Context: an optimization exercise on an open-source flow, tuned for a short achievable clock period and few clock cycles. The choices shown serve that exercise and are no tape-out recipe.
In this exercise RTL edits were held to simulation tests only and were not proved equivalent to the original.
No activity file was given, so power comes from the tool's default toggle rates.

**design/flow/design.v**
```verilog
module cpu
(
    input   logic           clk,
    input   logic           rst,
    output  logic   [31:0]  imem_addr,
    output  logic   [3:0]   imem_rmask,
    input   logic   [31:0]  imem_rdata,
    input   logic           imem_resp,
    output  logic   [31:0]  dmem_addr,
    output  logic   [3:0]   dmem_rmask,
    output  logic   [3:0]   dmem_wmask,
    input   logic   [31:0]  dmem_rdata,
    output  logic   [31:0]  dmem_wdata,
    input   logic           dmem_resp
);
    localparam logic [6:0] OP_LUI   = 7'b0110111;
    localparam logic [6:0] OP_AUIPC = 7'b0010111;
    localparam logic [6:0] OP_JAL   = 7'b1101111;
    localparam logic [6:0] OP_JALR  = 7'b1100111;
    localparam logic [6:0] OP_BR    = 7'b1100011;
    localparam logic [6:0] OP_LOAD  = 7'b0000011;
    localparam logic [6:0] OP_STORE = 7'b0100011;
    localparam logic [6:0] OP_IMM   = 7'b0010011;
    localparam logic [6:0] OP_REG   = 7'b0110011;
    logic [31:0] fpc;           
    logic        ipend;         
    logic        ikill;         
    logic [31:0] req_pc;        
    logic        bv0, bv1;      
    logic [31:0] bi0, bi1, bp0, bp1;
    logic        bc_ok;
    logic [4:0]  bc_idx;
    logic [31:0] bc_val;
    logic        e_valid;
    logic [31:0] e_rs1v, e_rs2v, e_opb, e_imm, e_alt, e_btgt, e_pc4;
    logic [31:2] e_addr;
    logic [1:0]  e_off;
    logic [3:0]  e_wmask;
    logic        e_fm1, e_fm2, e_immb;
    logic        e_use_alt, e_sub, e_sra;
    logic [2:0]  e_f3;
    logic [4:0]  e_rd;
    logic        e_wen, e_isload, e_isstore, e_isbr, e_bpred, e_bredir, e_jalr;
    logic        m_valid;
    logic [31:0] m_res;
    logic [4:0]  m_rd;
    logic        m_wen, m_isload;
    logic [2:0]  m_f3;
    logic [1:0]  m_off;
    logic        dpend;
    logic [31:0] rf [1:31];
    logic        m_wait, wb_we;
    logic [31:0] ld_shift, ld_val, wb_val;
    assign m_wait = m_valid & m_isload & ~dmem_resp;
    always_comb begin
        ld_shift = dmem_rdata >> {m_off, 3'b000};
        case (m_f3)
            3'b000:  ld_val = {{24{ld_shift[7]}}, ld_shift[7:0]};
            3'b001:  ld_val = {{16{ld_shift[15]}}, ld_shift[15:0]};
            3'b100:  ld_val = {24'd0, ld_shift[7:0]};
            3'b101:  ld_val = {16'd0, ld_shift[15:0]};
            default: ld_val = dmem_rdata;
        endcase
        wb_val = m_isload ? ld_val : m_res;
    end
    assign wb_we = m_valid & m_wen & ~m_wait;
    always_ff @(posedge clk) begin
        if (wb_we) rf[m_rd] <= wb_val;
    end
    logic [31:0] opa, ops, opb, alu_res, e_res, jagu, e_tgt;
    logic [63:0] sr64;
    logic        eq, lt, ltu, taken, e_stall, e_redirect, port_free, e_req;
    assign opa = e_fm1 ? m_res : e_rs1v;
    assign ops = e_fm2 ? m_res : e_rs2v;
    assign opb = e_immb ? e_opb : ops;
    assign sr64 = {{32{e_sra & opa[31]}}, opa} >> opb[4:0];
    always_comb begin
        case (e_f3)
            3'b000:  alu_res = e_sub ? opa - opb : opa + opb;
            3'b001:  alu_res = opa << opb[4:0];
            3'b010:  alu_res = {31'd0, (opa[31] ^ opb[31]) ? opa[31] : (opa < opb)};
            3'b011:  alu_res = {31'd0, opa < opb};
            3'b100:  alu_res = opa ^ opb;
            3'b101:  alu_res = sr64[31:0];
            3'b110:  alu_res = opa | opb;
            default: alu_res = opa & opb;
        endcase
        e_res = e_use_alt ? e_alt : alu_res;
    end
    assign jagu = opa + e_imm;
    assign eq  = (opa == ops);
    assign lt  = (opa[31] ^ ops[31]) ? opa[31] : (opa < ops);
    assign ltu = opa < ops;
    always_comb begin
        case (e_f3)
            3'b000:  taken = eq;
            3'b001:  taken = ~eq;
            3'b100:  taken = lt;
            3'b101:  taken = ~lt;
            3'b110:  taken = ltu;
            default: taken = ~ltu;
        endcase
    end
    assign port_free  = ~dpend | dmem_resp;
    assign e_stall    = m_wait | (e_valid & (e_isload | e_isstore) & ~port_free);
    assign e_req      = e_valid & (e_isload | e_isstore) & port_free;
    assign dmem_addr  = {e_addr, 2'b00};
    assign dmem_rmask = {4{e_valid & e_isload & port_free}};
    assign dmem_wmask = e_wmask & {4{port_free}};
    always_comb begin
        case (e_f3[1:0])
            2'b00:   dmem_wdata = {4{ops[7:0]}};
            2'b01:   dmem_wdata = {2{ops[15:0]}};
            default: dmem_wdata = ops;
        endcase
    end
    assign e_redirect = e_valid & ~e_stall & (e_jalr | (e_isbr & (e_bpred ? ~taken : (e_bredir & taken))));
    assign e_tgt      = e_jalr ? {jagu[31:1], 1'b0} : e_bpred ? e_pc4 : e_btgt;
    logic        arriving, d_valid, d_go, d_adv, loaduse, issue, d_redir0, d_redirect;
    logic [31:0] d_inst, d_pc;
    logic [6:0]  d_op;
    logic [4:0]  d_rd, d_rs1, d_rs2;
    logic [2:0]  d_f3;
    logic        d_lui, d_auipc, d_jal, d_jalr, d_br, d_load, d_store, d_opimm, d_opreg;
    logic        d_use1, d_use2, d_wen, d_bwd, d_mem;
    logic [31:0] i_imm, s_imm, b_imm, u_imm, j_imm;
    logic [31:0] rv1_in, rv2_in, rv1_buf, rv2_buf, rv1, rv2;
    logic [31:0] d_btgt, d_jtgt, d_pc4, d_alt, d_tgt, d_addr;
    logic [3:0]  d_wmask;
    logic        jr_e, jr_m, jr_known, d_jr_fast;
    logic [31:0] jr_tgt;
    logic        bc_hit, bc_busy, mem_stall;
    assign arriving = ipend & imem_resp & ~ikill;
    assign d_valid  = bv0 | arriving;
    assign d_inst   = bv0 ? bi0 : imem_rdata;
    assign d_pc     = bv0 ? bp0 : req_pc;
    assign d_op  = d_inst[6:0];
    assign d_rd  = d_inst[11:7];
    assign d_rs1 = d_inst[19:15];
    assign d_rs2 = d_inst[24:20];
    assign d_f3  = d_inst[14:12];
    assign d_lui   = d_op == OP_LUI;
    assign d_auipc = d_op == OP_AUIPC;
    assign d_jal   = d_op == OP_JAL;
    assign d_jalr  = d_op == OP_JALR;
    assign d_br    = d_op == OP_BR;
    assign d_load  = d_op == OP_LOAD;
    assign d_store = d_op == OP_STORE;
    assign d_opimm = d_op == OP_IMM;
    assign d_opreg = d_op == OP_REG;
    assign d_mem   = d_load | d_store;
    assign d_use1 = d_jalr | d_br | d_opimm | d_opreg;    
    assign d_use2 = d_br | d_store | d_opreg;
    assign d_wen  = (d_lui | d_auipc | d_jal | d_jalr | d_load | d_opimm | d_opreg) & (d_rd != 5'd0);
    assign d_bwd  = d_inst[31];
    assign i_imm = {{20{d_inst[31]}}, d_inst[31:20]};
    assign s_imm = {{20{d_inst[31]}}, d_inst[31:25], d_inst[11:7]};
    assign b_imm = {{19{d_inst[31]}}, d_inst[31], d_inst[7], d_inst[30:25], d_inst[11:8], 1'b0};
    assign u_imm = {d_inst[31:12], 12'd0};
    assign j_imm = {{11{d_inst[31]}}, d_inst[31], d_inst[19:12], d_inst[20], d_inst[30:21], 1'b0};
    function automatic logic [31:0] rread(input logic [4:0] s, input logic byp, input logic [31:0] bv);
        if (s == 5'd0)  rread = 32'd0;
        else if (byp)   rread = bv;
        else            rread = rf[s];
    endfunction
    wire [4:0] in_rs1  = imem_rdata[19:15];
    wire [4:0] in_rs2  = imem_rdata[24:20];
    wire [4:0] buf_rs1 = bi0[19:15];
    wire [4:0] buf_rs2 = bi0[24:20];
    wire       mbyp    = m_valid & m_wen;
    assign rv1_in  = rread(in_rs1,  mbyp & (m_rd == in_rs1),  wb_val);
    assign rv2_in  = rread(in_rs2,  mbyp & (m_rd == in_rs2),  wb_val);
    assign rv1_buf = rread(buf_rs1, mbyp & (m_rd == buf_rs1), wb_val);
    assign rv2_buf = rread(buf_rs2, mbyp & (m_rd == buf_rs2), wb_val);
    assign rv1 = bv0 ? rv1_buf : rv1_in;
    assign rv2 = bv0 ? rv2_buf : rv2_in;
    assign d_pc4  = d_pc + 32'd4;
    addsx #(13) u_btgt (.base(d_pc), .imm(b_imm[12:0]), .sum(d_btgt));
    addsx #(21) u_jtgt (.base(d_pc), .imm(j_imm[20:0]), .sum(d_jtgt));
    assign d_alt  = d_lui ? u_imm : d_auipc ? d_pc + u_imm : d_pc4;
    assign bc_hit  = bc_ok & (d_rs1 == bc_idx);
    assign bc_busy = (e_valid & e_wen & (e_rd == bc_idx)) | (m_valid & m_wen & (m_rd == bc_idx));
    assign mem_stall = d_mem & ~(bc_hit & ~bc_busy);
    logic [31:0] ag_il, ag_is, ag_bl, ag_bs;
    addsx #(12) u_ag_il (.base(bc_val), .imm(imem_rdata[31:20]), .sum(ag_il));
    addsx #(12) u_ag_is (.base(bc_val), .imm({imem_rdata[31:25], imem_rdata[11:7]}), .sum(ag_is));
    addsx #(12) u_ag_bl (.base(bc_val), .imm(bi0[31:20]), .sum(ag_bl));
    addsx #(12) u_ag_bs (.base(bc_val), .imm({bi0[31:25], bi0[11:7]}), .sum(ag_bs));
    assign d_addr = bv0 ? (d_store ? ag_bs : ag_bl) : (d_store ? ag_is : ag_il);
    always_comb begin
        case (d_f3[1:0])
            2'b00:   d_wmask = 4'b0001 << d_addr[1:0];
            2'b01:   d_wmask = {d_addr[1], d_addr[1], ~d_addr[1], ~d_addr[1]};
            default: d_wmask = 4'b1111;
        endcase
    end
    assign jr_e     = e_valid & e_wen & (e_rd == d_rs1);
    assign jr_m     = m_valid & m_wen & (m_rd == d_rs1);
    assign jr_known = jr_e ? e_use_alt : (jr_m & ~m_isload);
    logic [31:0] jr_te, jr_tm;
    addsx #(12) u_jr_te (.base(e_alt), .imm(i_imm[11:0]), .sum(jr_te));
    addsx #(12) u_jr_tm (.base(m_res), .imm(i_imm[11:0]), .sum(jr_tm));
    assign jr_tgt   = jr_e ? jr_te : jr_tm;
    assign d_jr_fast = d_jalr & jr_known;
    assign loaduse = e_valid & e_isload & e_wen &
                     ((d_use1 & (d_rs1 == e_rd)) | (d_use2 & (d_rs2 == e_rd)));
    assign d_go    = d_valid & ~e_stall & ~loaduse & ~mem_stall;
    assign d_adv   = d_go & ~e_redirect;
    assign d_redir0   = d_go & (d_jal | (d_br & d_bwd) | d_jr_fast);
    assign d_redirect = d_redir0 & ~e_redirect;
    assign d_tgt      = d_jal ? d_jtgt : d_br ? d_btgt : {jr_tgt[31:1], 1'b0};
    logic redirect;
    assign redirect   = e_redirect | d_redirect;
    assign issue      = ~bv0 & (~ipend | imem_resp);
    assign imem_rmask = {4{issue}};
    assign imem_addr  = fpc;
    always_ff @(posedge clk) begin
        if (rst) begin
            fpc   <= 32'h6000_0000;
            ipend <= 1'b0;
            ikill <= 1'b0;
            bv0   <= 1'b0;
            bv1   <= 1'b0;
        end else begin
            fpc <= e_redirect ? {e_tgt[31:2], 2'b00} :
                   d_redir0   ? {d_tgt[31:2], 2'b00} :
                   issue      ? fpc + 32'd4 : fpc;
            ipend <= issue | (ipend & ~imem_resp);
            ikill <= redirect ? (issue | (ipend & ~imem_resp)) : (~issue & ~imem_resp & ikill);
            if (redirect) begin
                bv0 <= 1'b0;
                bv1 <= 1'b0;
            end else if (bv0) begin
                if (d_adv) begin
                    if (bv1) bv1 <= arriving;
                    else     bv0 <= arriving;
                end else if (arriving) begin
                    bv1 <= 1'b1;
                end
            end else if (arriving & ~d_adv) begin
                bv0 <= 1'b1;
            end
        end
    end
    always_ff @(posedge clk) begin
        if (issue) req_pc <= fpc;
        if (bv0 & d_go & bv1) begin
            bi0 <= bi1; bp0 <= bp1;
        end else if (bv0 ? d_go : ~d_go) begin
            bi0 <= imem_rdata; bp0 <= req_pc;
        end
        if (bv0 & (~bv1 | d_go)) begin
            bi1 <= imem_rdata; bp1 <= req_pc;
        end
    end
    always_ff @(posedge clk) begin
        if (rst) begin
            bc_ok <= 1'b0;
        end else if (d_valid & d_mem & ~bc_hit) begin
            bc_ok  <= 1'b1;
            bc_idx <= d_rs1;
            bc_val <= rv1;
        end else if (wb_we & (m_rd == bc_idx)) begin
            bc_val <= wb_val;
        end
    end
    always_ff @(posedge clk) begin
        if (rst) begin
            e_valid <= 1'b0;
            e_wmask <= 4'b0000;
            m_valid <= 1'b0;
            dpend   <= 1'b0;
        end else begin
            dpend <= e_req | (dpend & ~dmem_resp);
            if (!m_wait) begin
                m_valid <= e_valid & ~e_stall;
                if (!e_stall) begin
                    m_res    <= e_res;
                    m_rd     <= e_rd;
                    m_wen    <= e_wen;
                    m_isload <= e_isload;
                    m_f3     <= e_f3;
                    m_off    <= e_off;
                end
            end
            if (e_stall) begin
                if (e_fm1 & ~m_wait) begin e_rs1v <= m_res; e_fm1 <= 1'b0; end
                if (e_fm2 & ~m_wait) begin e_rs2v <= m_res; e_fm2 <= 1'b0; end
            end else begin
                e_valid   <= d_adv;
                e_rs1v    <= rv1;
                e_rs2v    <= rv2;
                e_opb     <= i_imm;
                e_immb    <= ~d_opreg;
                e_imm     <= i_imm;
                e_alt     <= d_alt;
                e_btgt    <= d_btgt;
                e_pc4     <= d_pc4;
                e_addr    <= d_addr[31:2];
                e_off     <= d_addr[1:0];
                e_wmask   <= (d_adv & d_store) ? d_wmask : 4'b0000;
                e_fm1     <= e_valid & e_wen & (e_rd == d_rs1);
                e_fm2     <= e_valid & e_wen & (e_rd == d_rs2);
                e_use_alt <= d_lui | d_auipc | d_jal | d_jalr;
                e_sub     <= d_opreg & d_inst[30];
                e_sra     <= d_inst[30];
                e_f3      <= d_f3;
                e_rd      <= d_rd;
                e_wen     <= d_wen & d_adv;
                e_isload  <= d_load & d_adv;
                e_isstore <= d_store & d_adv;
                e_isbr    <= d_br & d_adv;
                e_bpred   <= d_bwd;
                e_bredir  <= b_imm != 32'd4;
                e_jalr    <= d_jalr & ~d_jr_fast & d_adv;
            end
        end
    end
endmodule
module addsx #(parameter int N = 12)
(
    input  logic [31:0]  base,
    input  logic [N-1:0] imm,
    output logic [31:0]  sum
);
    logic [N:0]      lo;
    logic [31-N:0]   hi0, hip, him;
    assign lo  = {1'b0, base[N-1:0]} + {1'b0, imm};
    assign hi0 = base[31:N];
    assign hip = base[31:N] + 1'b1;
    assign him = base[31:N] - 1'b1;
    assign sum = {(imm[N-1] == lo[N]) ? hi0 : lo[N] ? hip : him, lo[N-1:0]};
endmodule
```
**design/flow/flow/run.sh**
```bash
#!/bin/bash
set -euo pipefail
MARGIN=${MARGIN:-7}
bash standard.sh synth > log_synth.txt 2>&1
bash standard.sh SETUP_SLACK_MARGIN=$MARGIN floorplan > log_floorplan.txt 2>&1
bash standard.sh SETUP_SLACK_MARGIN=$MARGIN place > log_place.txt 2>&1
bash standard.sh SETUP_SLACK_MARGIN=$MARGIN cts > log_cts.txt 2>&1
bash standard.sh SETUP_SLACK_MARGIN=$MARGIN route > log_route.txt 2>&1
bash standard.sh SETUP_SLACK_MARGIN=$MARGIN finish > log_finish.txt 2>&1
test -f out/final.def
```
**design/flow/standard.sh**
```bash
#!/bin/bash
# synth_recipe.tcl (not shown) runs the flow's synth.tcl, then flattens the netlist and writes it again
# the make line also repeats each setting of config.mk as NAME=value (left out here)
make -C /OpenROAD-flow-scripts/flow DESIGN_CONFIG=/design/flow/config.mk WORK_HOME=/design/flow/orfs CLKGATE_MAP_FILE= SYNTH_SCRIPT=/design/flow/synth_recipe.tcl "${@:-finish}"
```
**design/flow/config.mk**
```make
export PLATFORM = sky130hd
export DESIGN_NAME = cpu
export DESIGN_NICKNAME = cpu
export VERILOG_FILES = /design/flow/design.v
export SDC_FILE = /design/flow/constraint.sdc
export NUM_CORES = 4
export LEC_CHECK = 0
export CAP_MARGIN = 20
export CORE_MARGIN = 2
export CORE_UTILIZATION = 40
export PLACE_DENSITY = 0.6
export SLEW_MARGIN = 20
export TNS_END_PERCENT = 100
```
**design/flow/constraint.sdc**
```tcl
create_clock -name core_clock -period 12.0 [get_ports {clk}]
set_input_delay 2.4000 -clock core_clock [delete_from_list [all_inputs] [get_ports {clk}]]
set_output_delay 2.4000 -clock core_clock [all_outputs]
set_load 0.01 [all_outputs]
```
==> results of run 1 <==
==> cells in the mapped netlist, types with 20 or more instances <==
cell / n
a2111oi_0: 24
a211o_1: 20
a211oi_1: 78
a21o_1: 96
a21oi_1: 598
a221oi_1: 30
a22oi_1: 36
a31oi_1: 109
and2_1: 40
and3_1: 32
buf_1: 137
buf_2: 97
buf_4: 24
clkbuf_1: 388
dfxtp_1: 52
edfxtp_1: 1444
ha_1: 316
inv_1: 241
mux2_2: 166
mux2i_1: 545
mux4_2: 1081
nand2_1: 523
nand2b_1: 42
nand3_1: 95
nand4_1: 37
nor2_1: 685
nor2b_1: 41
nor3_1: 98
nor4_1: 21
o211ai_1: 137
o21a_1: 28
o21ai_0: 386
o21ai_1: 22
o21bai_1: 32
o221ai_1: 21
o22ai_1: 62
o31ai_1: 24
or3_1: 30
xnor2_1: 191
xor2_1: 117
==> metal layers <==
metal / share of wire / vias up
met2: 0.44 / 6372
met5: 0.00054 / -
met3: 0.12 / 1651
met4: 0.091 / 24
met1: 0.35 / 42800
li1: - / 34400
==> power groups by stage <==
stage / registers (W) / clock network, W / logic [W]
3_5_place_dp: 0.00657 / 0 / 0.00624
5_1_grt: 0.00648 / 0.00569 / 0.00771
2_1_floorplan: 0.00633 / 0 / 0.00428
4_1_cts: 0.00646 / 0.00549 / 0.00686
3_3_place_gp: 0.00657 / 0 / 0.00621
6_report: 0.00647 / 0.00546 / 0.00740
==> timing repair <==
item / CTS / global route
endpoints found under the hold margin: 0 / 0
buffers inserted: 203 / 104
gates resized for setup: 775 / 378
setup endpoints to repair: 745 / 318
pin swaps: 102 / 156
cloned: 30 / 10
==> state kept, by name (all words and copies together) (netlist names), 32 cells and up, named ones only <==
register,count
bc_val,32
bi0,32
bi1,32
e_rs1v,32
e_rs2v,32
m_res,32
rf,992
==> cell type report <==
class / instances / area share
Clock buffer: 213 / 0.0365
Multi-Input combinational cell: 6059 / 0.497
Timing Repair Buffer: 745 / 0.0613
Sequential cell: 1496 / 0.352
Antenna cell: 19 / 0.000377
Timing Repair inverter: 4 / 0.000298
Clock inverter: 100 / 0.00809
Inverter: 249 / 0.00869
Tap cell: 3533 / 0.0350
==> worst min-delay path by stage <==
stage	start	end	slack [ns]	cells after the start
2_1_floorplan	e_off[0]$_DFFE_PP_	m_off[0]$_DFFE_PP_	0.40	0
3_3_place_gp	e_off[0]$_DFFE_PP_	m_off[0]$_DFFE_PP_	0.42	0
3_5_place_dp	e_off[0]$_DFFE_PP_	m_off[0]$_DFFE_PP_	0.41	0
4_1_cts	e_off[1]$_DFFE_PP_	m_off[1]$_DFFE_PP_	0.42	0
5_1_grt	e_off[1]$_DFFE_PP_	m_off[1]$_DFFE_PP_	0.43	0
6_report	e_off[1]$_DFFE_PP_	m_off[1]$_DFFE_PP_	0.42	0
==> cells in the final DEF (no fill, tap or decap), types with 95 or more instances in the layout <==
master           count
clkdlybuf4s50_1     95
o211ai_1           137
mux2i_1            493
o21ai_0            311
ha_1               247
mux4_2            1081
clkbuf_16          186
a31oi_1            101
xor2_1             117
edfxtp_1          1444
xnor2_1            179
inv_1              196
nand2_1            497
a21oi_1            481
mux2_2             131
buf_4              421
nor2_1             610
==> per-stage QoR <==
stage	std cells	setup WS, ns	hold slack (ns)	util	cell area, um2
finish	12400	6.05	0.423	0.476	126000
detailed placement	11700	3.34	0.412	0.426	113000
global route	12400	5.93	0.427	0.476	126000
global placement	11700	3.13	0.417	0.426	113000
floorplan	8450	5.26	0.400	-	107000
CTS	12300	6.11	0.423	0.466	124000
==> cells by family after synthesis <==
kind of cell,after synthesis
flops,1496
other cells,1
compound gates,1893
mux,1803
simple gates,1710
fa+ha+maj,330
buf+inv,904
xor+xnor,310
==> out/results.tsv, run 1 <==
stage	metric	value	unit
yosys	ys_seq_area_frac	0.417	
yosys	synth_cell_types	115	
cells_and_area	drive_gt1_frac	0.319	
cells_and_area	finalNetCount	9131	
sta	skew	0.0522	ns
floorplan	start_util	0.402	
yosys	syn_area	106000	um2
setup_path	cp.required	12.78	ns
detailed_routing	wl	456	mm
placement	place_congestion	1.04	
setup_path	worstSetupPathType	in -> reg	
cts	cts_inserted_buffers	178	
detailed_routing	first_pass_iters	27	
setup_path	crit_family	compound AO/OA/AOI/OAI gates	
yosys	avgSynthCellArea	12.6	um2
setup_path	r2r-end	fpc[29]$_SDFFE_PP1P_	
setup_path	crit_path_start	imem_rdata[22]	
power	swShare	0.363	
cts	cts_tree	built	
global_routing	gr-usage-met3	0.0876	
yosys	synth_simple_gate_area_frac	0.0712	
global_routing	antenna_found_initial	24	
run	drv_cap	0	
power	power.density	153	nW/um2
cts	cts_sinks	1496	
cts	clock_latency	0.89	ns
global_routing	first_global_vias	81900	
detailed_routing	postRouteAntennaNets	0	
power	sequentialPowerShare	0.335	
floorplan	rows	189	
yosys	synth_compound_area_frac	0.113	
detailed_routing	drt_iter0_drc	12300	
setup_path	arrival	6.73	ns
power	power_frac_comb	0.383	
sta	min_period_over_period	0.496	
cts	clockBufferDepth	4	
yosys	yosys.area_share.adder	0.0398	
sta	worst_pin_slew	1.24	ns
power	p_int	0.0123	W
floorplan	core-area	265000	um2
cells_and_area	seq_area	44400	um2
detailed_routing	vias	85200	
power	power.switching	0.00701	W
placement	dp_hpwl	288	mm
floorplan	dieArea	270000	um2
cts	hold_buffers	0	
power	power.leakage	44.0	nW
sta	setup_viol	0	
sta	slew_viol_final	0	
detailed_routing	wl_per_cell	36.7	um
power	finalPower	0.0193	W
cells_and_area	fillers	22800	
placement	io_buffers	171	
power	clkPwrFrac	0.282	
yosys	synth-edff-count	1444	
cts	clk_pin_slew_worst_paths	0.07	ns
global_routing	use_met1	0.397	
yosys	netlist_instances	8447	
setup_path	crit_path_max_incr_delay	0.42	ns
floorplan	die_height	520	um
yosys	synth_top_cell_area_share	0.407	
yosys	synth.area.mux_share	0.299	
sta	timing.final.hold_violations	0	
setup_path	crit_fanout	7	
cells_and_area	multi_input_area	62700	um2
global_routing	grt.total_usage	0.326	
cells_and_area	synthToLayoutAreaGrowth	18.5	%
setup_path	critPathBufInv	4	
setup_path	cp_cell_sequence	buf_16 -> mux2i_4 -> inv_4 -> ha_4 -> nand2_2 -> or3_4 -> nand3_4 -> a31oi_4 -> o221ai_4 -> clkinvlp_4 -> buf_8 -> ha_4 -> or3_4 -> nor2_4 -> o31ai_4 -> a32oi_2 -> o21ai_2 -> a21o_1 -> a21oi_2 -> xor2_1 -> o211a_1 -> o31ai_2 -> a221o_1	
setup_path	critPathSlowestCell	or3_4	
yosys	synth_top_area_cell	edfxtp_1	
yosys	synth_top_family_by_area	multiplexers	
setup_path	rr_startpoint	bv0$_SDFF_PP0_	
detailed_routing	drc	0	
sta	fmax	168	MHz
floorplan	ios	176	
setup_path	cp.depth	23	
global_routing	grt_max_degree	156	
yosys	synth_flop_cell	edfxtp_1	
sta	rsz0062_at_grt	yes	
worst_hold_path	hold_path_class	reg -> reg	
sta	timing.slew.headroom	0.173	
floorplan	dieWidth	520	um
cts	htreeDepth	4	
global_routing	met2_usage	0.496	
detailed_routing	via_per_inst	6.86	
yosys	async_flop_share	0	
sta	finalCriticalPeriod	5.95	ns
global_routing	grt_overflow	0	
global_routing	grt_pass1_wl	629	mm
yosys	yosys.area_share.xor_xnor	0.0256	
setup_path	end_kind	flop	
global_routing	grt_busiest_layer	met2	
yosys	ys_seq_elements	1496	
setup_path	crit_end	fpc[29]$_SDFFE_PP1P_	
cts	root_buffer	clkbuf_16	
power	irDropWorstVdd	0.000114	V
run_status	status	timing/DRC/antenna clean	
setup_path	startpoint_type	input pin	
setup_path	r2r_cells	23	
setup_path	rrSetupSlack	6.26	ns
sta	tns	0	ns
yosys	synth_area_leaders	edfxtp_1 (41%), mux4_2 (23%), mux2i_1 (5.1%)	
yosys	ys_warn_count	1	
Testbench counts, summed over its fixed seeds: cycles 18,359.
==> inputs of run 2 (changes only) <==
==> design/flow/run.sh (new file) <==
#!/bin/bash
# synth_recipe.tcl (not shown) runs the flow's synth.tcl, then flattens the netlist and writes it again
# the make line also repeats each setting of config.mk as NAME=value (left out here)
make -C /OpenROAD-flow-scripts/flow DESIGN_CONFIG=/design/flow/config.mk WORK_HOME=/design/flow/orfs CLKGATE_MAP_FILE= SYNTH_SCRIPT=/design/flow/synth_recipe.tcl finish
--- a/design/flow/config.mk
+++ b/design/flow/config.mk
@@ -5,9 +5,11 @@
 export SDC_FILE = /design/flow/constraint.sdc
 export NUM_CORES = 4
 export LEC_CHECK = 0
+export ABC_CLOCK_PERIOD_IN_PS = 4000
 export CAP_MARGIN = 20
 export CORE_MARGIN = 2
 export CORE_UTILIZATION = 40
 export PLACE_DENSITY = 0.6
+export SETUP_SLACK_MARGIN = 5
 export SLEW_MARGIN = 20
 export TNS_END_PERCENT = 100
removed: design/flow/flow/run.sh
removed: design/flow/standard.sh
==> run 2 against run 1 <==
  * Still clean on timing, DRC and antenna
  * Worst hold slack improved by 0.029 ns
  * Fmax fell by 14%
  * First-iteration DRC count decreased by 5.3%
  * Combinational power fell by 12%
  * Clock power decreased by 1%
  * Sequential power barely moved
  * Cell count fell by 2.5%
  * Register-to-register slack got worse by 1.1 ns
==> out/results.tsv, run 2 <==
stage	metric	value	unit	change
cells_and_area	multi_input_area	59300	um2	-5.5%
cts	cts_sinks	1496		unchanged
detailed_routing	drt_iter0_drc	11700		-5.3%
setup_path	crit_path_max_incr_delay	0.56	ns	+0.14 ns
cells_and_area	largest_reg_flops	992		unchanged
detailed_routing	drc	0		unchanged
cts	clock_latency	0.89	ns	about the same
yosys	synth-edff-count	1444		unchanged
cells_and_area	fillers	23700		+3.7%
cts	root_buffer	clkbuf_16		
floorplan	core-area	265000	um2	unchanged
global_routing	grt.total_usage	0.322		-0.00486
run_status	status	timing/DRC/antenna clean		
floorplan	die_height	520	um	unchanged
power	irDropWorstVdd	0.000124	V	+7.9%
yosys	synth_cell_types	115		unchanged
yosys	synth_top_area_cell	edfxtp_1		
power	power.leakage	41.2	nW	-6.3%
sta	timing.slew.headroom	0.165		-0.00835
setup_path	critPathSlowestCell	buf_4		
yosys	synth_area_leaders	edfxtp_1 (41%), mux4_2 (23%), mux2i_1 (5.1%)		
cts	hold_buffers	0		unchanged
yosys	ys_seq_area_frac	0.417		unchanged
global_routing	antenna_found_initial	27		+13%
cts	clockBufferDepth	3		-1
floorplan	dieWidth	520	um	unchanged
yosys	yosys-top-cells-count	edfxtp_1 (1,444), mux4_2 (1,081), nor2_1 (685)		
cells_and_area	finalNetCount	8818		-3.4%
cts	cts_tree	built		
setup_path	worstSetupPathType	in -> reg		
cells_and_area	drive_gt1_frac	0.234		-0.0846
yosys	synth_top_family_by_area	multiplexers		
detailed_routing	first_pass_iters	27		unchanged
yosys	synth_flop_cell	edfxtp_1		
detailed_routing	wl_per_cell	36.8	um	+0.15%
yosys	synth_top_cell_area_share	0.407		unchanged
detailed_routing	vias	83000		-2.6%
placement	io_buffers	171		unchanged
sta	fmax	145	MHz	-14%
global_routing	first_global_vias	79900		-2.5%
setup_path	cpMostUsedCell	o21ai_0		
yosys	yosysMostFrequentCell	edfxtp_1		
detailed_routing	wl	445	mm	-2.3%
floorplan	dieArea	270000	um2	unchanged
cells_and_area	seq_area	44400	um2	unchanged
cells_and_area	regMostFlops	rf		
setup_path	end_kind	flop		
sta	worst_pin_slew	1.24	ns	+0.00486 ns
run	drv_cap	0		unchanged
sta	slew_viol_final	0		unchanged
sta	rsz0062_at_grt	yes		
sta	min_period_over_period	0.576		+0.0803
yosys	syn_area	106000	um2	unchanged
yosys	synth_simple_gate_area_frac	0.0712		unchanged
yosys	async_flop_share	0		unchanged
placement	dp_hpwl	293	mm	+2.0%
setup_path	cp.required	12.75	ns	-0.03 ns
cts	clk_pin_slew_worst_paths	0.06	ns	about the same
yosys	ys_warn_count	1		unchanged
yosys	synth_compound_area_frac	0.113		unchanged
cells_and_area	synthToLayoutAreaGrowth	11.5	%	
sta	timing.final.hold_violations	0		unchanged
cells_and_area	final_cell_mix	edfxtp_1 (1,444), mux4_2 (1,081), nor2_1 (634), a21oi_1 (582), mux2i_1 (526)		
sta	tns	0	ns	unchanged
yosys	yosys.area_share.xor_xnor	0.0256		unchanged
floorplan	rows	189		unchanged
yosys	ys_seq_elements	1496		unchanged
worst_hold_path	hold_path_class	reg -> reg		
floorplan	start_util	0.402		unchanged
setup_path	arrival	7.67	ns	+0.94 ns
sta	finalCriticalPeriod	6.92	ns	+0.964 ns
sta	skew	0.0463	ns	-0.00586 ns
setup_path	startpoint_type	input pin		
cells_and_area	post-route-util	0.448		-0.0279
setup_path	cp_cell_sequence	buf_4 -> mux2_2 -> ha_1 -> a21oi_1 -> o21ai_0 -> and2_1 -> a2111oi_4 -> or3_4 -> inv_1 -> fa_1 -> nor2b_1 -> o21ai_0 -> nand2b_1 -> a311oi_2 -> o41ai_2 -> and2_1 -> mux2i_1 -> xnor2_1 -> o21ai_0 -> a221oi_1 -> a211oi_1		
global_routing	grt_max_degree	132		-15%
sta	hold_ws	0.452	ns	+0.0288 ns
power	finalPower	0.0184	W	-5.0%
floorplan	ios	176		unchanged
yosys	yosys.area_share.adder	0.0398		unchanged
yosys	synth.area.mux_share	0.299		unchanged
setup_path	crit_fanout	18		+11
cts	htreeDepth	4		unchanged
placement	place_ws	2.83	ns	-0.507 ns
cells_and_area	layout_commonest_cell	edfxtp_1		
sta	setup_viol	0		unchanged
global_routing	grt_overflow	0		unchanged
yosys	netlist_instances	8447		unchanged
detailed_routing	postRouteAntennaNets	0		unchanged
placement	place_congestion	1.01		-2.5%
cts	cts_inserted_buffers	169		-5.1%
power	power.density	155	nW/um2	+0.96%
sta	finalWorstSetupSlack	5.08	ns	-0.964 ns
global_routing	grt_pass1_wl	619	mm	-1.7%
yosys	avgSynthCellArea	12.6	um2	unchanged
detailed_routing	via_per_inst	6.85		-0.17%
==> run 2: what timing repair did <==
item	CTS	global route
pin swaps	3	6
resized for setup	23	39
buffers inserted	7	14
endpoints found under the setup margin	34	23
cloned	0	3
==> run 2: stage by stage <==
stage          cells  instance area, um2
6_report       12100              119000
5_1_grt        12100              119000
4_1_cts        12100              118000
3_5_place_dp   11800              113000
3_3_place_gp   11800              113000
2_1_floorplan   8450              107000
==> run 2: where the power goes <==
part	leakage [nW]	internal, W	switching (W)
sequential	13.8	0.00613	0.000343
combinational	24.7	0.00251	0.00400
clock	2.74	0.00303	0.00236
==> run 2: cell type report <==
type | instances | share of cell area
Clock inverter | 108 | 0.00961
Antenna cell | 15 | 0.000316
Inverter | 249 | 0.00796
Timing Repair inverter | 1 | 0.0000421
Multi-Input combinational cell | 6052 | 0.499
Timing Repair Buffer | 451 | 0.0331
Sequential cell | 1496 | 0.374
Clock buffer | 208 | 0.0381
Tap cell | 3533 | 0.0372
==> run 2: worst paths after layout <==
| check | depth (start not counted) | slack, ns | start | end |
|---|---|---|---|---|
| setup / recovery | 21 | 5.08 | imem_rdata[24] | fpc[31]$_SDFFE_PP0P_ |
| hold / removal | 2 | 0.45 | bc_ok$_SDFFE_PP0P_ | bc_ok$_SDFFE_PP0P_ |
| setup reg to reg | 15 | 5.18 | e_fm1$_SDFFCE_PP0P_ | m_res[0]$_SDFFCE_PP0P_ |
| hold reg to reg | 2 | 0.45 | bc_ok$_SDFFE_PP0P_ | bc_ok$_SDFFE_PP0P_ |
==> run 2: kinds of logic after synthesis <==
kind of cell | Yosys count
AOI/OAI and AO/OA | 1893
adders and majority gates | 330
buffers and inverters | 904
muxes | 1803
and+or+nand+nor | 1710
other | 1
DFF | 1496
xor gates and xnor gates | 310
==> run 2: metal layers <==
layer,routed length [um],up-vias,part of all wire,global-route usage
met5,148,-,0.00033,0
met4,36500,24,0.082,0.223
li1,-,33700,-,-
met3,53400,1445,0.12,0.0960
met1,157000,41800,0.35,0.395
met2,198000,5981,0.44,0.487
==> run 2: critical path: cells and delay by family <==
family | cells | cell delay (ns)
AOI/OAI and AO/OA | 9 | 2.17
xor gates and xnor gates | 1 | 0.13
adders and majority gates | 2 | 0.74
buffers and inverters | 2 | 0.64
muxes | 2 | 0.52
and+or+nand+nor | 5 | 1.02
==> inputs of run 3 (changes only) <==
--- a/design/flow/design.v
+++ b/design/flow/design.v
@@ -14,6 +14,9 @@
     input   logic           dmem_resp
 );
     localparam logic [6:0] OP_LUI   = 7'b0110111;
+    function automatic logic [31:0] spsum(input logic [52:0] sp);
+        spsum = {sp[52] ? sp[51:32] : sp[31:12], sp[11:0]};
+    endfunction
     localparam logic [6:0] OP_AUIPC = 7'b0010111;
     localparam logic [6:0] OP_JAL   = 7'b1101111;
     localparam logic [6:0] OP_JALR  = 7'b1100111;
@@ -32,7 +35,8 @@
     logic [4:0]  bc_idx;
     logic [31:0] bc_val;
     logic        e_valid;
-    logic [31:0] e_rs1v, e_rs2v, e_opb, e_imm, e_alt, e_btgt, e_pc4;
+    logic [31:0] e_rs1v, e_rs2v, e_opb, e_imm, e_alt, e_pc4;
+    logic [52:0] e_bsp;
     logic [31:2] e_addr;
     logic [1:0]  e_off;
     logic [3:0]  e_wmask;
@@ -41,6 +45,7 @@
     logic [2:0]  e_f3;
     logic [4:0]  e_rd;
     logic        e_wen, e_isload, e_isstore, e_isbr, e_bpred, e_bredir, e_jalr;
+    logic        e_ldv;      
     logic        m_valid;
     logic [31:0] m_res;
     logic [4:0]  m_rd;
@@ -105,8 +110,10 @@
     assign e_stall    = m_wait | (e_valid & (e_isload | e_isstore) & ~port_free);
     assign e_req      = e_valid & (e_isload | e_isstore) & port_free;
     assign dmem_addr  = {e_addr, 2'b00};
-    assign dmem_rmask = {4{e_valid & e_isload & port_free}};
-    assign dmem_wmask = e_wmask & {4{port_free}};
+    logic       o_r0, o_r1;
+    logic [3:0] o_w0, o_w1;
+    assign dmem_rmask = {4{o_r0 | (o_r1 & dmem_resp)}};
+    assign dmem_wmask = o_w0 | (o_w1 & {4{dmem_resp}});
     always_comb begin
         case (e_f3[1:0])
             2'b00:   dmem_wdata = {4{ops[7:0]}};
@@ -115,7 +122,7 @@
         endcase
     end
     assign e_redirect = e_valid & ~e_stall & (e_jalr | (e_isbr & (e_bpred ? ~taken : (e_bredir & taken))));
-    assign e_tgt      = e_jalr ? {jagu[31:1], 1'b0} : e_bpred ? e_pc4 : e_btgt;
+    assign e_tgt      = e_jalr ? {jagu[31:1], 1'b0} : e_bpred ? e_pc4 : spsum(e_bsp);
     logic        arriving, d_valid, d_go, d_adv, loaduse, issue, d_redir0, d_redirect;
     logic [31:0] d_inst, d_pc;
     logic [6:0]  d_op;
@@ -125,10 +132,11 @@
     logic        d_use1, d_use2, d_wen, d_bwd, d_mem;
     logic [31:0] i_imm, s_imm, b_imm, u_imm, j_imm;
     logic [31:0] rv1_in, rv2_in, rv1_buf, rv2_buf, rv1, rv2;
-    logic [31:0] d_btgt, d_jtgt, d_pc4, d_alt, d_tgt, d_addr;
+    logic [31:0] d_pc4, d_alt, d_addr;
+    logic [52:0] d_tsp;
     logic [3:0]  d_wmask;
     logic        jr_e, jr_m, jr_known, d_jr_fast;
-    logic [31:0] jr_tgt;
+    logic [52:0] jr_sp;
     logic        bc_hit, bc_busy, mem_stall;
     assign arriving = ipend & imem_resp & ~ikill;
     assign d_valid  = bv0 | arriving;
@@ -175,8 +183,13 @@
     assign rv1 = bv0 ? rv1_buf : rv1_in;
     assign rv2 = bv0 ? rv2_buf : rv2_in;
     assign d_pc4  = d_pc + 32'd4;
-    addsx #(13) u_btgt (.base(d_pc), .imm(b_imm[12:0]), .sum(d_btgt));
-    addsx #(21) u_jtgt (.base(d_pc), .imm(j_imm[20:0]), .sum(d_jtgt));
+    logic [52:0] bt_in, bt_buf, jt_in, jt_buf, d_bsp, d_jsp;
+    addsp #(13) u_bt_in  (.base(req_pc), .imm({imem_rdata[31], imem_rdata[7], imem_rdata[30:25], imem_rdata[11:8], 1'b0}), .sp(bt_in));
+    addsp #(13) u_bt_buf (.base(bp0),    .imm({bi0[31], bi0[7], bi0[30:25], bi0[11:8], 1'b0}), .sp(bt_buf));
+    addsp #(21) u_jt_in  (.base(req_pc), .imm({imem_rdata[31], imem_rdata[19:12], imem_rdata[20], imem_rdata[30:21], 1'b0}), .sp(jt_in));
+    addsp #(21) u_jt_buf (.base(bp0),    .imm({bi0[31], bi0[19:12], bi0[20], bi0[30:21], 1'b0}), .sp(jt_buf));
+    assign d_bsp = bv0 ? bt_buf : bt_in;
+    assign d_jsp = bv0 ? jt_buf : jt_in;
     assign d_alt  = d_lui ? u_imm : d_auipc ? d_pc + u_imm : d_pc4;
     assign bc_hit  = bc_ok & (d_rs1 == bc_idx);
     assign bc_busy = (e_valid & e_wen & (e_rd == bc_idx)) | (m_valid & m_wen & (m_rd == bc_idx));
@@ -197,10 +210,12 @@
     assign jr_e     = e_valid & e_wen & (e_rd == d_rs1);
     assign jr_m     = m_valid & m_wen & (m_rd == d_rs1);
     assign jr_known = jr_e ? e_use_alt : (jr_m & ~m_isload);
-    logic [31:0] jr_te, jr_tm;
-    addsx #(12) u_jr_te (.base(e_alt), .imm(i_imm[11:0]), .sum(jr_te));
-    addsx #(12) u_jr_tm (.base(m_res), .imm(i_imm[11:0]), .sum(jr_tm));
-    assign jr_tgt   = jr_e ? jr_te : jr_tm;
+    logic [52:0] jr_te_in, jr_tm_in, jr_te_buf, jr_tm_buf;
+    addsp #(12) u_jr_te_in  (.base(e_alt), .imm(imem_rdata[31:20]), .sp(jr_te_in));
+    addsp #(12) u_jr_tm_in  (.base(m_res), .imm(imem_rdata[31:20]), .sp(jr_tm_in));
+    addsp #(12) u_jr_te_buf (.base(e_alt), .imm(bi0[31:20]), .sp(jr_te_buf));
+    addsp #(12) u_jr_tm_buf (.base(m_res), .imm(bi0[31:20]), .sp(jr_tm_buf));
+    assign jr_sp    = bv0 ? (jr_e ? jr_te_buf : jr_tm_buf) : (jr_e ? jr_te_in : jr_tm_in);
     assign d_jr_fast = d_jalr & jr_known;
     assign loaduse = e_valid & e_isload & e_wen &
                      ((d_use1 & (d_rs1 == e_rd)) | (d_use2 & (d_rs2 == e_rd)));
@@ -208,42 +223,62 @@
     assign d_adv   = d_go & ~e_redirect;
     assign d_redir0   = d_go & (d_jal | (d_br & d_bwd) | d_jr_fast);
     assign d_redirect = d_redir0 & ~e_redirect;
-    assign d_tgt      = d_jal ? d_jtgt : d_br ? d_btgt : {jr_tgt[31:1], 1'b0};
+    assign d_tsp      = d_jal ? d_jsp : d_br ? d_bsp : jr_sp;
     logic redirect;
     assign redirect   = e_redirect | d_redirect;
     assign issue      = ~bv0 & (~ipend | imem_resp);
-    assign imem_rmask = {4{issue}};
-    assign imem_addr  = fpc;
+    logic o_i0, o_i1;
+    assign imem_rmask = {4{o_i0 | (o_i1 & imem_resp)}};
+    logic        e_redir_r, d_redir_r;
+    logic [31:0] e_tgt_r, d_tgt_r;
+    logic [52:0] d_tsp_r;
+    assign d_tgt_r    = spsum(d_tsp_r);
+    assign imem_addr  = e_redir_r ? e_tgt_r : d_redir_r ? {d_tgt_r[31:2], 2'b00} : fpc;
     always_ff @(posedge clk) begin
         if (rst) begin
             fpc   <= 32'h6000_0000;
+            e_redir_r <= 1'b0;
+            d_redir_r <= 1'b0;
             ipend <= 1'b0;
             ikill <= 1'b0;
             bv0   <= 1'b0;
             bv1   <= 1'b0;
+            o_i0  <= 1'b1;
+            o_i1  <= 1'b1;
         end else begin
-            fpc <= e_redirect ? {e_tgt[31:2], 2'b00} :
-                   d_redir0   ? {d_tgt[31:2], 2'b00} :
-                   issue      ? fpc + 32'd4 : fpc;
+            e_redir_r <= e_redirect;
+            d_redir_r <= d_redirect;
+            fpc <= issue ? imem_addr + 32'd4 : imem_addr;
             ipend <= issue | (ipend & ~imem_resp);
             ikill <= redirect ? (issue | (ipend & ~imem_resp)) : (~issue & ~imem_resp & ikill);
-            if (redirect) begin
-                bv0 <= 1'b0;
-                bv1 <= 1'b0;
-            end else if (bv0) begin
-                if (d_adv) begin
-                    if (bv1) bv1 <= arriving;
-                    else     bv0 <= arriving;
-                end else if (arriving) begin
-                    bv1 <= 1'b1;
-                end
-            end else if (arriving & ~d_adv) begin
-                bv0 <= 1'b1;
+            bv0 <= bv0_n;
+            bv1 <= bv1_n;
+            o_i0 <= ~bv0_n & ~(issue | (ipend & ~imem_resp));
+            o_i1 <= ~bv0_n;
+        end
+    end
+    logic bv0_n, bv1_n;
+    always_comb begin
+        bv0_n = bv0;
+        bv1_n = bv1;
+        if (redirect) begin
+            bv0_n = 1'b0;
+            bv1_n = 1'b0;
+        end else if (bv0) begin
+            if (d_adv) begin
+                if (bv1) bv1_n = arriving;
+                else     bv0_n = arriving;
+            end else if (arriving) begin
+                bv1_n = 1'b1;
             end
+        end else if (arriving & ~d_adv) begin
+            bv0_n = 1'b1;
         end
     end
     always_ff @(posedge clk) begin
-        if (issue) req_pc <= fpc;
+        if (issue) req_pc <= imem_addr;
+        e_tgt_r <= {e_tgt[31:2], 2'b00};
+        d_tsp_r <= d_tsp;
         if (bv0 & d_go & bv1) begin
             bi0 <= bi1; bp0 <= bp1;
         end else if (bv0 ? d_go : ~d_go) begin
@@ -264,14 +299,28 @@
             bc_val <= wb_val;
         end
     end
+    logic       dpend_n, e_ldv_n;
+    logic [3:0] e_wmask_n;
+    assign dpend_n   = e_req | (dpend & ~dmem_resp);
+    assign e_ldv_n   = e_stall ? e_ldv : (d_load & d_adv);
+    assign e_wmask_n = e_stall ? e_wmask : ((d_adv & d_store) ? d_wmask : 4'b0000);
     always_ff @(posedge clk) begin
         if (rst) begin
             e_valid <= 1'b0;
+            e_ldv   <= 1'b0;
             e_wmask <= 4'b0000;
             m_valid <= 1'b0;
             dpend   <= 1'b0;
+            o_r0    <= 1'b0;
+            o_r1    <= 1'b0;
+            o_w0    <= 4'b0000;
+            o_w1    <= 4'b0000;
         end else begin
-            dpend <= e_req | (dpend & ~dmem_resp);
+            dpend <= dpend_n;
+            o_r0  <= e_ldv_n & ~dpend_n;
+            o_r1  <= e_ldv_n;
+            o_w0  <= e_wmask_n & {4{~dpend_n}};
+            o_w1  <= e_wmask_n;
             if (!m_wait) begin
                 m_valid <= e_valid & ~e_stall;
                 if (!e_stall) begin
@@ -294,7 +343,7 @@
                 e_immb    <= ~d_opreg;
                 e_imm     <= i_imm;
                 e_alt     <= d_alt;
-                e_btgt    <= d_btgt;
+                e_bsp     <= d_bsp;
                 e_pc4     <= d_pc4;
                 e_addr    <= d_addr[31:2];
                 e_off     <= d_addr[1:0];
@@ -308,6 +357,7 @@
                 e_rd      <= d_rd;
                 e_wen     <= d_wen & d_adv;
                 e_isload  <= d_load & d_adv;
+                e_ldv     <= d_load & d_adv;
                 e_isstore <= d_store & d_adv;
                 e_isbr    <= d_br & d_adv;
                 e_bpred   <= d_bwd;
@@ -325,9 +375,42 @@
 );
     logic [N:0]      lo;
     logic [31-N:0]   hi0, hip, him;
-    assign lo  = {1'b0, base[N-1:0]} + {1'b0, imm};
+    if (N > 12) begin : g_split
+        logic [12:0]   l12;
+        logic [N-12:0] m0, m1;
+        assign l12 = {1'b0, base[11:0]} + {1'b0, imm[11:0]};
+        assign m0  = {1'b0, base[N-1:12]} + {1'b0, imm[N-1:12]};
+        assign m1  = {1'b0, base[N-1:12]} + {1'b0, imm[N-1:12]} + 1'b1;
+        assign lo  = {l12[12] ? m1 : m0, l12[11:0]};
+    end else begin : g_plain
+        assign lo  = {1'b0, base[N-1:0]} + {1'b0, imm};
+    end
     assign hi0 = base[31:N];
     assign hip = base[31:N] + 1'b1;
     assign him = base[31:N] - 1'b1;
     assign sum = {(imm[N-1] == lo[N]) ? hi0 : lo[N] ? hip : him, lo[N-1:0]};
 endmodule
+module addsp #(parameter int N = 12)
+(
+    input  logic [31:0]  base,
+    input  logic [N-1:0] imm,
+    output logic [52:0]  sp
+);
+    logic [12:0] l;
+    logic [19:0] u0, u1;
+    assign l = {1'b0, base[11:0]} + {1'b0, imm[11:0]};
+    if (N > 13) begin : g_wide
+        logic [19:0] mid;
+        assign mid = {{(32-N){imm[N-1]}}, imm[N-1:12]};
+        assign u0  = base[31:12] + mid;
+        assign u1  = base[31:12] + mid + 1'b1;
+    end else begin : g_narrow
+        logic [19:0] h0, hp, hm;
+        assign h0 = base[31:12];
+        assign hp = base[31:12] + 1'b1;
+        assign hm = base[31:12] - 1'b1;
+        assign u0 = imm[N-1] ? hm : h0;
+        assign u1 = imm[N-1] ? h0 : hp;
+    end
+    assign sp = {l[12], u1, u0, l[11:0]};
+endmodule
==> design/flow/flow/run.sh (new file) <==
#!/bin/bash
set -euo pipefail
MARGIN=${MARGIN:-7}
bash standard.sh synth > log_synth.txt 2>&1
bash standard.sh SETUP_SLACK_MARGIN=$MARGIN floorplan > log_floorplan.txt 2>&1
bash standard.sh SETUP_SLACK_MARGIN=$MARGIN place > log_place.txt 2>&1
bash standard.sh SETUP_SLACK_MARGIN=$MARGIN cts > log_cts.txt 2>&1
bash standard.sh SETUP_SLACK_MARGIN=$MARGIN route > log_route.txt 2>&1
bash standard.sh SETUP_SLACK_MARGIN=$MARGIN finish > log_finish.txt 2>&1
test -f out/final.def
==> design/flow/standard.sh (new file) <==
#!/bin/bash
# synth_recipe.tcl (not shown) runs the flow's synth.tcl, then flattens the netlist and writes it again
# the make line also repeats each setting of config.mk as NAME=value (left out here)
make -C /OpenROAD-flow-scripts/flow DESIGN_CONFIG=/design/flow/config.mk WORK_HOME=/design/flow/orfs CLKGATE_MAP_FILE= SYNTH_SCRIPT=/design/flow/synth_recipe.tcl "${@:-finish}"
==> design/flow/config.mk (replaced) <==
export PLATFORM = sky130hd
export DESIGN_NAME = cpu
export DESIGN_NICKNAME = cpu
export VERILOG_FILES = /design/flow/design.v
export SDC_FILE = /design/flow/constraint.sdc
export NUM_CORES = 4
export LEC_CHECK = 0
export CAP_MARGIN = 20
export CORE_MARGIN = 2
export CORE_UTILIZATION = 40
export PLACE_DENSITY = 0.6
export SLEW_MARGIN = 20
export TNS_END_PERCENT = 100
removed: design/flow/run.sh
==> run 3 against run 2 <==
  * Highest routed layer unchanged
  * Combinational power up 18%
  * Synthesized cell count up 8.9%
  * Clock power up 12%
  * Sequential share of layout area down 1.6 points
  * Fmax up 31%
  * Sequential power up 12%
==> out/results.tsv, run 3 <==
stage	metric	value	unit	change
yosys	yosys-top-cells-count	edfxtp_1 (1,473), mux4_2 (1,153), nor2_1 (822)		
power	sequentialPowerShare	0.347		-0.006
detailed_routing	vias	90100		+8.6%
detailed_routing	wl	482	mm	+8.1%
power	p_int	0.0134	W	+15%
sta	min_period_over_period	0.441		-0.135
detailed_routing	drt_iter0_drc	13000		+12%
setup_path	worstSetupPathType	in -> out		
power	power.switching	0.00761	W	+14%
placement	dp_cells	12600		+7.5%
cells_and_area	largest_reg_flops	992		unchanged
yosys	yosysMostFrequentCell	edfxtp_1		
setup_path	arrival	2.90	ns	-4.77 ns
yosys	netlist_instances	9201		+8.9%
detailed_routing	postRouteAntennaNets	0		unchanged
yosys	ys_seq_area_frac	0.415		-0.00179
cts	htreeDepth	4		unchanged
placement	dp_hpwl	309	mm	+5.4%
setup_path	cp_cell_sequence	buf_12 -> a21o_4 -> buf_6		
cells_and_area	regMostFlops	rf		
setup_path	crit_family	buffers and inverters		
sta	tns	0	ns	unchanged
setup_path	crit_fanout	6		-12
power	swShare	0.363		-0.00209
global_routing	antenna_found_initial	24		-11%
setup_path	cp.required	9.60	ns	-3.15 ns
power	power_frac_comb	0.365		+0.011
cts	hold_buffers	0		unchanged
power	power.leakage	45.9	nW	+11%
sta	worst_pin_slew	1.19	ns	-0.0457 ns
floorplan	die_height	537	um	+3.2%
cells_and_area	final_cells	13300		+9.6%
detailed_routing	drc	0		unchanged
cts	root_buffer	clkbuf_16		
yosys	synth_area_leaders	edfxtp_1 (39%), mux4_2 (23%), mux2i_1 (4.8%)		
sta	timing.slew.headroom	0.195		+0.0308
cells_and_area	final_cell_mix	edfxtp_1 (1,473), mux4_2 (1,153), nor2_1 (754), a21oi_1 (659), nand2_1 (528)		
placement	place_congestion	1.02		+0.56%
setup_path	startpoint_type	input pin		
floorplan	dieWidth	537	um	+3.2%
worst_hold_path	whs_path_depth	2		unchanged
cells_and_area	fillers	24700		+4.4%
run_status	status	timing/DRC/antenna clean		
cells_and_area	post-route-util	0.467		+0.0192
detailed_routing	first_pass_iters	7		-74%
cells_and_area	top_regs	rf x992, d_tsp_r x51, e_bsp x51		
run	drv_cap	0		unchanged
cells_and_area	finalNetCount	9788		+11%
cts	cts_sinks	1618		+8.2%
cells_and_area	drive_gt1_frac	0.281		+0.0468
power	power.density	159	nW/um2	+2.8%
global_routing	first_global_vias	85900		+7.5%
setup_path	crit_path_max_incr_delay	0.24	ns	-0.32 ns
global_routing	grt_overflow	0		unchanged
placement	io_buffers	173		+1.2%
sta	rsz0062_at_grt	yes		
sta	setup_viol	0		unchanged
yosys	ys_seq_elements	1618		+8.2%
yosys	synth-edff-count	1473		+2.0%
detailed_routing	via_per_inst	6.79		-0.90%
yosys	synth_flop_cell	edfxtp_1		
yosys	synth_top_area_cell	edfxtp_1		
floorplan	rows	195		+3.2%
sta	finalCriticalPeriod	5.30	ns	-1.62 ns
power	irDropWorstVdd	0.000118	V	-4.5%
yosys	synth_cell_types	112		-2.6%
yosys	syn_area	114000	um2	+6.6%
power	finalPower	0.0210	W	+14%
floorplan	core-area	282000	um2	+6.5%
cts	cts_inserted_buffers	192		+14%
setup_path	critPathSlowestCell	a21o_4		
global_routing	grt_pass1_wl	663	mm	+7.1%
cts	cts_tree	built		
setup_path	r2r_cells	19		+4
sta	fmax	189	MHz	+31%
yosys	ys_warn_count	1		unchanged
global_routing	grt.total_usage	0.325		+0.00317
floorplan	start_util	0.402		+0.000468
cts	clockBufferDepth	4		+1
floorplan	dieArea	288000	um2	+6.6%
sta	timing.final.hold_violations	0		unchanged
yosys	async_flop_share	0		unchanged
setup_path	end_kind	output port		
cells_and_area	synthToLayoutAreaGrowth	16.1	%	
setup_path	critPathBufInv	2		unchanged
detailed_routing	wl_per_cell	36.3	um	-1.3%
sta	slew_viol_final	0		unchanged
yosys	avgSynthCellArea	12.3	um2	-2.1%
sta	skew	0.126	ns	+0.0801 ns
yosys	synth_top_cell_area_share	0.390		-0.0176
setup_path	cp.depth	3		-86%
cts	clk_pin_slew_worst_paths	0.05	ns	about the same
cells_and_area	layout_commonest_cell	edfxtp_1		
worst_hold_path	hold_path_class	reg -> reg		
floorplan	ios	176		unchanged
cts	clock_latency	0.91	ns	+0.02 ns
global_routing	grt_max_degree	136		+3.0%
power	clkPwrFrac	0.288		-0.006
## run 3: changes by cell type in the layout (fill, tap and decap cells not counted), sizes merged, moves of 72 or more
cell,change
a211oi,+119
a21oi,+123
buf,+262
clkdlybuf4s50,-85
dfxtp,+93
mux4,+72
nor2,+136
o211ai,-89
xnor2,+81
## run 3: final timing paths
kind	startpoint	endpoint	slack, ns
worst max-delay path	dmem_resp	dmem_rmask[3]	6.70
worst min-delay path	e_wmask[1]$_SDFF_PP0_	e_wmask[1]$_SDFF_PP0_	0.50
worst max register to register	e_fm2$_SDFFCE_PP0P_	m_res[11]$_DFFE_PP_	6.95
worst min register to register	e_wmask[1]$_SDFF_PP0_	e_wmask[1]$_SDFF_PP0_	0.50
## run 3: metal layers
layer / up-vias / global-route usage / routed length, um
met2: 6605 / 0.497 / 214000
li1: 36600 / - / -
met5: - / 0.00345 / 109
met4: 12 / 0.247 / 46100
met1: 45100 / 0.394 / 166000
met3: 1756 / 0.0840 / 55300
## run 3: worst min-delay path, stage by stage, from the launching register on
cell	delay, ns
dfxtp_1	0.32
nand2_1	0.08
a21oi_1	0.06
## run 3: repair_timing
action / in CTS / in global routing
endpoints found under the setup margin: 661 / 352
setup buffers: 141 / 99
pin swaps: 54 / 88
cloned: 27 / 6
gates resized for setup: 578 / 267
## run 3: cell type report
type                    count  area, um2  area share
inverters                 264       1070     0.00814
clock inverters           117       1270     0.00966
repair buffers            697       7290      0.0552
multi-input cells        6597      65300       0.495
well taps                3743       4680      0.0355
repair inverters            1       5.00   0.0000380
flip-flops and latches   1618      47200       0.358
diodes                     13       32.5    0.000247
clock buffers             223       5040      0.0382
## run 3: per-stage QoR
step	setup slack [ns]	hold slack (ns)	cell area, um2
after global placement	4.49	0.465	120000
after floorplan	2.87	0.400	114000
after global routing	6.70	0.519	132000
final	6.70	0.501	132000
after detailed placement	4.50	0.475	120000
after CTS	6.69	0.501	130000
## run 3: logic make-up (layout without fill, tap and decap cells)
family	count (synthesis)	after routing	share of synthesized area
AOI/OAI and AO/OA	1902	1902	0.103
xor gates and xnor gates	449	449	0.0346
adders and majority gates	349	349	0.0393
buffers and inverters	993	1302	0.0347
DFF	1618	1618	0.415
muxes	1859	1859	0.293
other	1	15	0.0000330
and+or+nand+nor	2030	2036	0.0799
## run 3: power by group through the flow
stage | Combinational, W | Clock (W) | Sequential, W
6_report | 0.00766 | 0.00604 | 0.00728
5_1_grt | 0.00802 | 0.00628 | 0.00730
4_1_cts | 0.00725 | 0.00607 | 0.00726
3_5_place_dp | 0.00687 | 0 | 0.00739
3_3_place_gp | 0.00680 | 0 | 0.00739
2_1_floorplan | 0.00480 | 0 | 0.00696
Testbench counts of run 3, summed over its fixed seeds: cycles 18,359.

-- static timing again, ports no longer ideal --
In the flow no input, the clock included, has a driving cell. The finished layouts below were timed again as built, in two steps.
Step 1 (the two cells are an assumption about what drives the block):
set clk [get_ports {clk}]
set_driving_cell -lib_cell sky130_fd_sc_hd__clkbuf_16 $clk
set_driving_cell -lib_cell sky130_fd_sc_hd__buf_2 [delete_from_list [all_inputs] $clk]
Step 2 times the ports against the registers' clock, not the clock port: input delays grow and output delays shrink by t, the midpoint of the rising clock arrivals with the driver on.
a / b / c = ideal / step 1 / step 2; a / b = the first two.
run | t (ns) | setup slack, ns | worst setup path at the end | clock arrival spread, ns | worst slew at a driven data input, ns
run 1 | 0.963 | 6.048 / 5.946 / 4.984 | input to register | 0.065 / 0.065 | 0.37
run 2 | 0.960 | 5.084 / 5.063 / 4.169 | input to register | 0.052 / 0.052 | 0.19
run 3 | 0.947 | 6.703 / 6.652 / 5.906 | input to register | 0.137 / 0.138 | 0.38
After both steps setup and hold are still met in every run listed. For run 1, which loses most, drivers alone change the setup slack by -0.102 ns; drivers and shift together by -1.064 ns.
